Background: an optimization exercise with open tools, aiming at small area, a short achievable clock period and few clock cycles per item. Do not read the settings as production practice. Function was not checked in any run shown here: the RTL went through the layout flow alone.

==> flow/design.v (outline; a module is shown in full before it is edited, if it fits) <==
// module systolic_array: 2351 lines
module systolic_array #(
    parameter DATAWIDTH = 16,
    parameter N_SIZE = 4
) (
    input clk, rst_n,
    input valid_in,
    input [N_SIZE*DATAWIDTH-1:0] matrix_a_in,  
    input [N_SIZE*DATAWIDTH-1:0] matrix_b_in,  
    output reg valid_out,
    output [N_SIZE*DATAWIDTH*2-1:0] matrix_out  
);
  // ...
==> flow/flow/run.sh <==
#!/bin/bash
# Layout flow: the standard ORFS flow (standard.sh) with three changes:
#  - after the standard synthesis, flow/fixpol.py removes most of the inverters that
#    Yosys' full-adder extraction leaves between full adders (each full adder may be used
#    in its inverted form, since FA(~a,~b,~c) = ~FA(a,b,c)); registers are not touched;
#  - the repair steps aim for a larger setup slack margin, so that the paths end well
#    below the 10 ns clock period; the SDC and the period are the standard flow's own;
#  - port buffers are buf_2, and the clock tree uses larger sink clusters.
set -euo pipefail
R=orfs/results/sky130hd/systolic_array/base
ARGS="SETUP_SLACK_MARGIN=6.7 CORE_UTILIZATION=65 CTS_CLUSTER_SIZE=30 CTS_CLUSTER_DIAMETER=60"
bash standard.sh synth > standard_synth.log 2>&1
cp $R/1_2_yosys.v $R/1_2_yosys.standard.v
python3 flow/fixpol.py $R/1_2_yosys.standard.v $R/1_2_yosys.v > fixpol.log 2>&1
bash standard.sh $ARGS BUFFER_PORTS_ARGS='-buffer_cell sky130_fd_sc_hd__buf_2' finish > standard_flow.log 2>&1
==> flow/flow/fixpol.py <==
#!/usr/bin/env python3
"""Remove inverters around full adders in a sky130hd gate netlist.

A full adder is self-dual: FA(~a, ~b, ~c) = (~sum, ~carry).  Yosys' extract_fa leaves many
inverters between full adders; this script picks, for each full adder, whether to use it
as is or in its inverted form (all inputs and both outputs inverted) so that as few
inverters as possible are needed, and rewrites the netlist.  Only inverters and full
adders change (and xor2/xnor2 cells may swap with each other); registers are untouched.

usage: fixpol.py in.v out.v
"""
import random
import re
import sys
from collections import defaultdict

OUTPINS = {'X', 'Y', 'Q', 'Q_N', 'SUM', 'COUT', 'HI', 'LO'}
P = 'sky130_fd_sc_hd__'
# cells that can be replaced by their complement: new type, output pin renames
SWAP = {
    'xnor2_1': ('xor2_1', {'Y': 'X'}), 'xor2_1': ('xnor2_1', {'X': 'Y'}),
    'nand2_1': ('and2_1', {'Y': 'X'}), 'and2_1': ('nand2_1', {'X': 'Y'}),
    'nor2_1': ('or2_1', {'Y': 'X'}), 'or2_1': ('nor2_1', {'X': 'Y'}),
}


def parse(txt):
    cells = []
    for m in re.finditer(r'^(\s*)(sky130_fd_sc_hd__\w+)\s+(\S+)\s*\((.*?)\);\n', txt, re.S | re.M):
        typ, name, body = m.group(2), m.group(3), m.group(4)
        pins = [(p, n.strip()) for p, n in re.findall(r'\.(\w+)\(([^()]*)\)', body)]
        cells.append({'typ': typ, 'name': name, 'pins': pins, 'span': m.span()})
    return cells


def esc(n):
    return n + ' ' if n.startswith('\\') else n


def norm(n):
    # escaped identifiers keep their trailing space in the text; compare stripped
    return n.strip()


def main():
    src, dst = sys.argv[1], sys.argv[2]
    txt = open(src).read()
    cells = parse(txt)
    drv = {}
    loads = defaultdict(list)
    for ci, c in enumerate(cells):
        for p, n in c['pins']:
            if p in OUTPINS:
                drv[n] = (ci, p)
            else:
                loads[n].append((ci, p))
    ports = set()
    for m in re.finditer(r'^\s*(?:input|output)\s+(?:\[[^\]]*\]\s*)?(\S+);', txt, re.M):
        ports.add(m.group(1))

    assigned = set()
    for m in re.finditer(r'^\s*assign\s+(.*?);', txt, re.M | re.S):
        for t in re.findall(r'(\\\S+|[A-Za-z_][\w$]*(?:\s*\[\d+\])?)', m.group(1)):
            assigned.add(t.strip())
            assigned.add(t.strip().split('[')[0].strip())

    def frozen_net(n):
        return n in assigned or n.split('[')[0].strip() in assigned

    def is_fa(ci):
        return cells[ci]['typ'] in (P + 'fa_1', P + 'fa_2', P + 'fa_4')

    def is_inv(ci):
        return cells[ci]['typ'] in (P + 'inv_1', P + 'inv_2')

    def port_net(n):
        base = n.lstrip('\\').split('[')[0].strip()
        return base in ports

    # inverters we may remove: input not driven by an inverter, output not a port and
    # not driving an inverter
    removable = set()
    for ci, c in enumerate(cells):
        if not is_inv(ci):
            continue
        pins = dict(c['pins'])
        a, y = pins['A'], pins['Y']
        if a in drv and is_inv(drv[a][0]):
            continue
        if port_net(y) or port_net(a) or not loads[y] or frozen_net(y) or frozen_net(a):
            continue
        if any(is_inv(l[0]) for l in loads[y]):
            continue
        removable.add(ci)

    # sources: nets that feed removable inverters or full adders
    # each load pin: (cell, pin) wants value V(src) ^ w
    want = defaultdict(list)      # src net -> list of [cell, pin, w]
    for ci, c in enumerate(cells):
        if ci in removable:
            continue
        for p, n in c['pins']:
            if p in OUTPINS:
                continue
            if n in drv and drv[n][0] in removable:
                a = dict(cells[drv[n][0]]['pins'])['A']
                want[a].append([ci, p, 1])
            elif n in drv and is_fa(drv[n][0]):
                want[n].append([ci, p, 0])
            elif is_fa(ci):
                want[n].append([ci, p, 0])
    fas = [ci for ci in range(len(cells)) if is_fa(ci)
           and not any(p in OUTPINS and (port_net(n) or frozen_net(n)) for p, n in cells[ci]['pins'])]
    flip = {ci: 0 for ci in fas}

    def phi(n):
        d = drv.get(n)
        if d and d[0] in flip:
            return flip[d[0]]
        return 0

    def swappable(n):
        d = drv.get(n)
        if not d:
            return False
        t = cells[d[0]]['typ']
        if len(loads[n]) != len(want[n]) or port_net(n) or frozen_net(n):
            return False
        return t[len(P):] in SWAP

    def net_cost(n):
        ph = phi(n)
        need = [(w ^ flip.get(ci, 0) ^ ph) for ci, p, w in want[n]]
        if not any(need):
            return 0
        if all(need) and swappable(n):
            return 0
        return 1

    touch = defaultdict(set)
    for n, lst in want.items():
        d = drv.get(n)
        if d and d[0] in flip:
            touch[d[0]].add(n)
        for ci, p, w in lst:
            if ci in flip:
                touch[ci].add(n)

    base = sum(net_cost(n) for n in want)
    cur = base
    rng = random.Random(1)
    best = dict(flip)
    bestc = cur
    for rnd in range(60):
        improved = True
        while improved:
            improved = False
            order = list(fas)
            rng.shuffle(order)
            for v in order:
                nets = touch[v]
                before = sum(net_cost(n) for n in nets)
                flip[v] ^= 1
                after = sum(net_cost(n) for n in nets)
                if after < before:
                    cur += after - before
                    improved = True
                else:
                    flip[v] ^= 1
        if cur < bestc:
            bestc = cur
            best = dict(flip)
        # perturb
        flip = dict(best)
        cur = bestc
        for v in rng.sample(fas, max(1, len(fas) // 20)):
            nets = touch[v]
            before = sum(net_cost(n) for n in nets)
            flip[v] ^= 1
            cur += sum(net_cost(n) for n in nets) - before
    flip = best
    sys.stderr.write("fixpol: inverters on adder nets %d -> %d (%d full adders flipped)\n"
                     % (base, bestc, sum(flip.values())))

    # rewrite
    newpins = {ci: list(c['pins']) for ci, c in enumerate(cells)}
    newtyp = {ci: c['typ'] for ci, c in enumerate(cells)}
    added = []
    k = 0
    for n, lst in want.items():
        ph = phi(n)
        need = [(w ^ flip.get(ci, 0) ^ ph) for ci, p, w in lst]
        target = {}
        if any(need) and all(need) and swappable(n):
            d = drv[n][0]
            t = newtyp[d]
            nt, ren = SWAP[t[len(P):]]
            newtyp[d] = P + nt
            newpins[d] = [(ren.get(pp, pp), nn_) for pp, nn_ in newpins[d]]
            for (ci, p, w) in lst:
                target[(ci, p)] = n
        elif any(need):
            nn = 'fixpol_n%d' % k
            added.append((k, n, nn))
            k += 1
            for (ci, p, w), q in zip(lst, need):
                target[(ci, p)] = nn if q else n
        else:
            for (ci, p, w) in lst:
                target[(ci, p)] = n
        for (ci, p), t in target.items():
            newpins[ci] = [(pp, t if pp == p else nn_) for pp, nn_ in newpins[ci]]
    # flipped full adders keep their pins (inputs were rewired above); their outputs now
    # carry the inverted values, which the loads above account for
    out = []
    pos = 0
    for ci, c in enumerate(cells):
        s, e = c['span']
        out.append(txt[pos:s])
        pos = e
        if ci in removable:
            continue
        indent = re.match(r'\s*', txt[s:e]).group(0)
        body = ",\n".join("%s  .%s(%s)" % (indent.strip('\n'), p, esc(n)) for p, n in newpins[ci])
        out.append("%s%s %s (\n%s\n%s);\n" % (indent, newtyp[ci], c['name'], body, indent.strip('\n')))
    rest = txt[pos:]
    decl = "".join("  wire %s;\n" % nn for _, _, nn in added)
    insts = "".join("  %sinv_1 fixpol_inv%d (\n    .A(%s),\n    .Y(%s)\n  );\n" % (P, i, esc(n), nn)
                    for i, n, nn in added)
    rest = rest.replace("endmodule", insts + "endmodule", 1)
    res = "".join(out) + rest
    # declare the new wires after the module's port list
    m = re.search(r'\);\n', res)
    res = res[:m.end()] + decl + res[m.end():]
    open(dst, 'w').write(res)


if __name__ == '__main__':
    main()
==> flow/standard.sh <==
#!/bin/bash
# synth_recipe.tcl (not shown) runs the flow's synth.tcl, then flattens the netlist and writes it again
# the make line also repeats each setting of config.mk as NAME=value (left out here)
make -C /OpenROAD-flow-scripts/flow DESIGN_CONFIG=/design/flow/config.mk WORK_HOME=/design/flow/orfs CLKGATE_MAP_FILE= SYNTH_SCRIPT=/design/flow/synth_recipe.tcl "${@:-finish}"
==> flow/config.mk <==
export PLATFORM = sky130hd
export DESIGN_NAME = systolic_array
export DESIGN_NICKNAME = systolic_array
export VERILOG_FILES = /design/flow/design.v
export SDC_FILE = /design/flow/constraint.sdc
export NUM_CORES = 8
export LEC_CHECK = 0
export CAP_MARGIN = 20
export CORE_MARGIN = 2
export CORE_UTILIZATION = 40
export SLEW_MARGIN = 20
==> flow/constraint.sdc <==
create_clock -name core_clock -period 10.0 [get_ports {clk}]
set_input_delay 2.0000 -clock core_clock [delete_from_list [all_inputs] [get_ports {clk}]]
set_output_delay 2.0000 -clock core_clock [all_outputs]
set_load 0.01 [all_outputs]
==> summary.txt, run 1 <==
The number of vias per cell came out at 6.23. The data required time of the critical path is 10.53 ns. The cell area after placement is roughly 54000 sq um.

The critical path is of the reg2reg type. The layout has between 70 and 80 clock buffers. The number of global-route vias before repair is between 30000 and 40000. The overflow left after global routing is 0. The portion of the layout cell area used by non-clock buffers is 0.0551. The busiest layer in global routing is met2. Among all stages on the critical path, the largest delay is contributed by sky130_fd_sc_hd__dfxtp_4. The critical path startpoint is bneg[3]. Setup repair after global routing could not meet its margin everywhere. The number of buffers on the longest clock path is 3.

Along the worst hold path, the cell count comes to 0. The startpoint of the tightest hold check path is ra1_2[13]. The highest net fanout along the worst path came out at 23. The run finished with no timing, DRC or antenna violations.

Ranked by total area, the top cell class in this layout is multi-input gates. The worst setup path is captured at a flip-flop. The pin count of the biggest net entering global routing came out at 65. The total I/O pin count came out at between 200 and 300. The number of endpoints with negative hold slack in the final report came out at 0.

The mean cell area of the mapped netlist is 11.6 sq um. The max-cap check violation count is 0. In this run the standard cell core region covers roughly 79000 sq um. The signed area change from the synthesized netlist to the final layout is 12.2%. TritonCTS built the clock tree.

The number of sinks on the clock net is 982. The worst path arrival time came out at around 3.8 ns. The final max-slew violation count came to 0. The logic depth of the worst register-to-register path is 6.

Among the stages of the critical path, the cell type that occurs most often is sky130_fd_sc_hd__fa_1. The floorplan step defined a die boundary enclosing 82200 sq um. The buffer count from post-CTS setup fixing is 19. The buffer count excluding the clock tree in the final layout came out at about 380. The final core utilization is 0.737. In this run the critical register-to-register path is launched from bneg[3].
==> run 2, diff against run 1 <==
--- a/flow/design.v
+++ b/flow/design.v
@@ -30,17 +30,17 @@
     reg last;
     always @(posedge clk)
         last <= (cnt[1:0] == 2'd0);
     reg [15:0] ra1_0, ra1_1, ra1_2, ra1_3;
     reg [15:0] ra2_0, ra2_1, ra2_2, ra2_3;
     reg [15:0] ra3_0, ra3_1, ra3_2, ra3_3;
     reg [63:0] rb0, rb1, rb2, rb3;
     always @(posedge clk) begin
-        ra1_0 <= ld ? matrix_a_in[16 +: 16] : ra1_3;
+        ra1_0 <= matrix_a_in[16 +: 16];
         ra2_0 <= ld ? matrix_a_in[32 +: 16] : ra2_3;
         ra3_0 <= ld ? matrix_a_in[48 +: 16] : ra3_3;
         rb0 <= ld ? matrix_b_in : rb3;
         ra1_1 <= ra1_0; ra1_2 <= ra1_1; ra1_3 <= ra1_2;
         ra2_1 <= ra2_0; ra2_2 <= ra2_1; ra2_3 <= ra2_2;
         ra3_1 <= ra3_0; ra3_2 <= ra3_1; ra3_3 <= ra3_2;
         rb1 <= rb0; rb2 <= rb1; rb3 <= rb2;
     end
==> run 2 against run 1 <==
Clock-buffer cell count increased by 1. Wire length decreased by 1.7%. Synthesized cell count decreased by 1.0%. Largest cell class unchanged. Final cell count about the same. Still clean. First-iteration DRC count decreased by 6.6%. Highest routed layer unchanged. Fmax decreased by 3.3%.
==> summary.txt, run 2 <==
The number of endpoints with negative hold slack in the final report came out at 0 (unchanged). The proportion of layout cells with a drive suffix above 1 is 0.182 (was 0.178). Status: complete, no violations (unchanged). The element type at the critical path start is a flip-flop (unchanged). The mean routed wirelength per cell is 25.2 um (was 25.6 um). The minimum period implied by the final worst setup slack is 3.37 ns (was 3.26 ns). The final weighted congestion of routability-driven global placement came out at 0.883 (was 0.888). The met2 wirelength from detailed routing is 63.3 mm (about the same). The overflow left after global routing came out at 0 (unchanged). The vias after detailed routing came out at 35200 (was 35400). The floorplan die height came out at 286 um (was 287 um).

The post-synthesis instance area came to 51600 sq um (was 52000 sq um). The total I/O pin count is 260 (unchanged). The remaining routing DRC violations is 0 (unchanged). The clock-pin transition on the worst setup and hold timing paths is 0.09 ns (was 0.11 ns).

The total global-route track usage is 0.342 (was 0.336). The number of antenna violations at the first check in global routing is 16 (was 14).

The relative slew slack came out at 0.353 (was 0.348). The most frequent standard cell in the layout excluding fill and tap cells is sky130_fd_sc_hd__dfxtp_1 (unchanged).

The met3 wirelength from detailed routing is 16.7 mm (was 16.9 mm). The number of nets in the synthesized netlist came out at 5322 (was 5367). The clock insertion delay at the later pin of the skew report came out at 0.68 ns (was 0.69 ns). The sort of element at the end of the critical path is a flip-flop (unchanged).

The clock tree from TritonCTS is built (unchanged). The worst path arrival time is 3.92 ns (was 3.79 ns). The count of endpoints failing setup in the final report was 0 (unchanged). The cell area after layout came out at 58400 sq um (was 58300 sq um). The number of levels the H-tree was split into is 3 (unchanged).

The mean cell area of the mapped netlist came out at 11.6 sq um (about the same). The initial standard-cell utilization of the core came out at 0.655 (was 0.657). The count of buffers inserted at the top-level ports is 259 (unchanged).

The total die area is 81700 sq um (was 82200 sq um). The final max-slew violation count is 0 (unchanged). The number of global-route vias before repair is 36600 (was 36200). The maximum frequency from static timing analysis came out at 0.297 GHz (was 0.307 GHz).

Commonest cells after routing, fill and taps aside: 903 x sky130_fd_sc_hd__dfxtp_1, 533 x sky130_fd_sc_hd__fa_1, 501 x sky130_fd_sc_hd__xnor2_1, 480 x sky130_fd_sc_hd__a22oi_1, 259 x sky130_fd_sc_hd__buf_2 (was 901 x sky130_fd_sc_hd__dfxtp_1, 538 x sky130_fd_sc_hd__fa_1, 502 x sky130_fd_sc_hd__xnor2_1, 478 x sky130_fd_sc_hd__a22oi_1, 259 x sky130_fd_sc_hd__buf_2). The register-to-register setup slack is 6.63 ns (was 6.74 ns). The class of the tightest hold or removal check is reg2reg (unchanged).

The yosys synthesis warning count is 1 (unchanged). The met1 wire length was 55.4 mm (was 57.7 mm). The type of the worst setup path is reg2reg (unchanged). The number of standard-cell rows in the floorplan is 103 (unchanged). The instance count of the mapped netlist is 4443 (was 4488). The final wirelength is 143 mm (was 145 mm). The final net count came out at 5445 (was 5440). The CTS root buffer is sky130_fd_sc_hd__clkbuf_16 (unchanged). The final worst clock skew is 0.0454 ns (was 0.0611 ns). The cell area after placement came out at 53300 sq um (was 53600 sq um).

The number of buffers inserted during clock tree synthesis came out at 71 (was 74). The data required time of the critical path is 10.54 ns (was 10.53 ns). The max-cap check violation count came out at 0 (unchanged).

The violation count after the first detailed-routing iteration is 3381 (was 3619). The first-pass iteration count of the detailed router came to 9 (was 8). Unrepaired setup endpoints after global routing: yes (unchanged). The remaining number of nets flagged by the antenna check after routing is 0 (unchanged). The number of vias per cell is 6.19 (was 6.23). The die width is 286 um (was 287 um).

The post-route setup TNS came to 0 ns (unchanged). The highest net fanout along the worst path came to 4 (was 23). The number of sinks on the clock net came to 982 (unchanged). The global-route wire length before repair is 214 mm (was 212 mm). The share of the clock period used by the worst path came to 0.337 (was 0.326). The signed area change from the synthesized netlist to the final layout is 13.0% (was 12.2%).

The count of hold-fix buffers inserted at cts came to 0 (unchanged). The pin count of the biggest net entering global routing came out at 67 (was 65). The core region area came out at 78900 sq um (was 79100 sq um). The measured slew at the worst slew-check pin is 0.971 ns (was 0.979 ns).

The highest routed metal layer was met5 (unchanged). The number of buffers on the longest clock path came out at 3 (unchanged). The detailed placement HPWL is 85.8 mm (was 89.0 mm).
==> run 2: changes by cell type in the layout (fill, tap and decap cells not counted), moves of 10 or more <==
| cell | previous run | this run |
|---|---|---|
| sky130_fd_sc_hd__and2_1 | 153 | 72 |
| sky130_fd_sc_hd__a21oi_1 | 124 | 108 |
| sky130_fd_sc_hd__buf_12 | 13 | 32 |
| sky130_fd_sc_hd__a31oi_1 | 18 | 8 |
| sky130_fd_sc_hd__nor2b_1 | 37 | 117 |
| sky130_fd_sc_hd__nand4_1 | 38 | 23 |
| sky130_fd_sc_hd__clkbuf_16 | 92 | 82 |
| sky130_fd_sc_hd__nand3_1 | 19 | 29 |
| sky130_fd_sc_hd__buf_6 | 10 | 21 |
| sky130_fd_sc_hd__buf_4 | 55 | 76 |
| sky130_fd_sc_hd__mux2_2 | 139 | 121 |
==> run 2: path summary, 6_finish.rpt <==
path,to,cells after the start,startpoint
max,acc1[27],10,ps0[2]
min,rb2[24],0,rb1[24]
max reg2reg,acc1[27],10,ps0[2]
min reg2reg,rb2[24],0,rb1[24]
max in group asynchronous,ld,1,rst_n
min in group asynchronous,valid_out,1,rst_n
==> run 2: layer usage <==
metal	up-vias	GRT usage
li1	15300	-
met1	17300	0.460
met2	2018	0.530
met3	512	0.0848
met4	16	0.148
met5	-	0
==> run 2: cell type report <==
class	count	area, sq um
inverter	92	370
antenna	6	15.0
tap	1050	1310
sequential	982	19900
clock inverter	52	836
clock buffer	78	1860
timing repair buffer	417	3460
fill	5565	20500
multi-input combinational	3002	30600
==> run 2: worst max-delay path, stage by stage (launching register included) <==
cell                       delay (ns)
sky130_fd_sc_hd__dfxtp_4         0.46
sky130_fd_sc_hd__fa_2            0.50
sky130_fd_sc_hd__fa_2            0.41
sky130_fd_sc_hd__inv_2           0.07
sky130_fd_sc_hd__and2b_1         0.20
sky130_fd_sc_hd__o211ai_2        0.23
sky130_fd_sc_hd__a31oi_4         0.16
sky130_fd_sc_hd__a221o_1         0.40
sky130_fd_sc_hd__a211oi_4        0.37
sky130_fd_sc_hd__o21bai_2        0.14
sky130_fd_sc_hd__mux2_4          0.31
==> run 2: what timing repair did <==
item	CTS	global route
setup endpoints to repair	283	127
pin swaps	22	33
setup buffers	68	30
gates resized for setup	147	89
gates cloned	4	9
==> run 2: per-stage QoR <==
stage          instances  utilization  setup WS [ns]  hold slack [ns]
4_1_cts             5634        0.727           6.64            0.319
3_5_place_dp        5432        0.676           5.62            0.312
6_report            5679        0.740           6.63            0.321
3_3_place_gp        5432        0.676           5.73            0.310
2_1_floorplan       4443            -           6.70            0.310
5_1_grt             5675        0.740           6.57            0.317

## what the ideal ports hide
The results above use ideal ports. As a check the final layouts listed here were re-extracted and re-timed, cells and wires unchanged.
Step 1 (the two cells are an assumption about what drives the block):
set clk [get_ports {clk}]
set_driving_cell -lib_cell sky130_fd_sc_hd__clkbuf_16 $clk
set_driving_cell -lib_cell sky130_fd_sc_hd__buf_2 [delete_from_list [all_inputs] $clk]
Step 2 moves the port delays by t, midway between the first and last clock arrival at a register: inputs arrive t later, outputs are due t later. That takes back most of the time a late clock gives input paths.
Slacks: ideal / step 1 / step 2; pairs: ideal / step 1.
| run | shift t [ns] | setup WS [ns] | clock arrival spread, ns | worst register clock-pin slew, ns | cell pins on the clock port's net |
|---|---|---|---|---|---|
| run 1 | 0.737 | 6.741 / 6.708 / 6.741 | 0.061 / 0.062 | 0.11 / 0.11 | 1 |
| run 2 | 0.730 | 6.629 / 6.629 / 6.629 | 0.046 / 0.046 | 0.11 / 0.11 | 1 |
After both steps setup and hold are still met in every run listed.
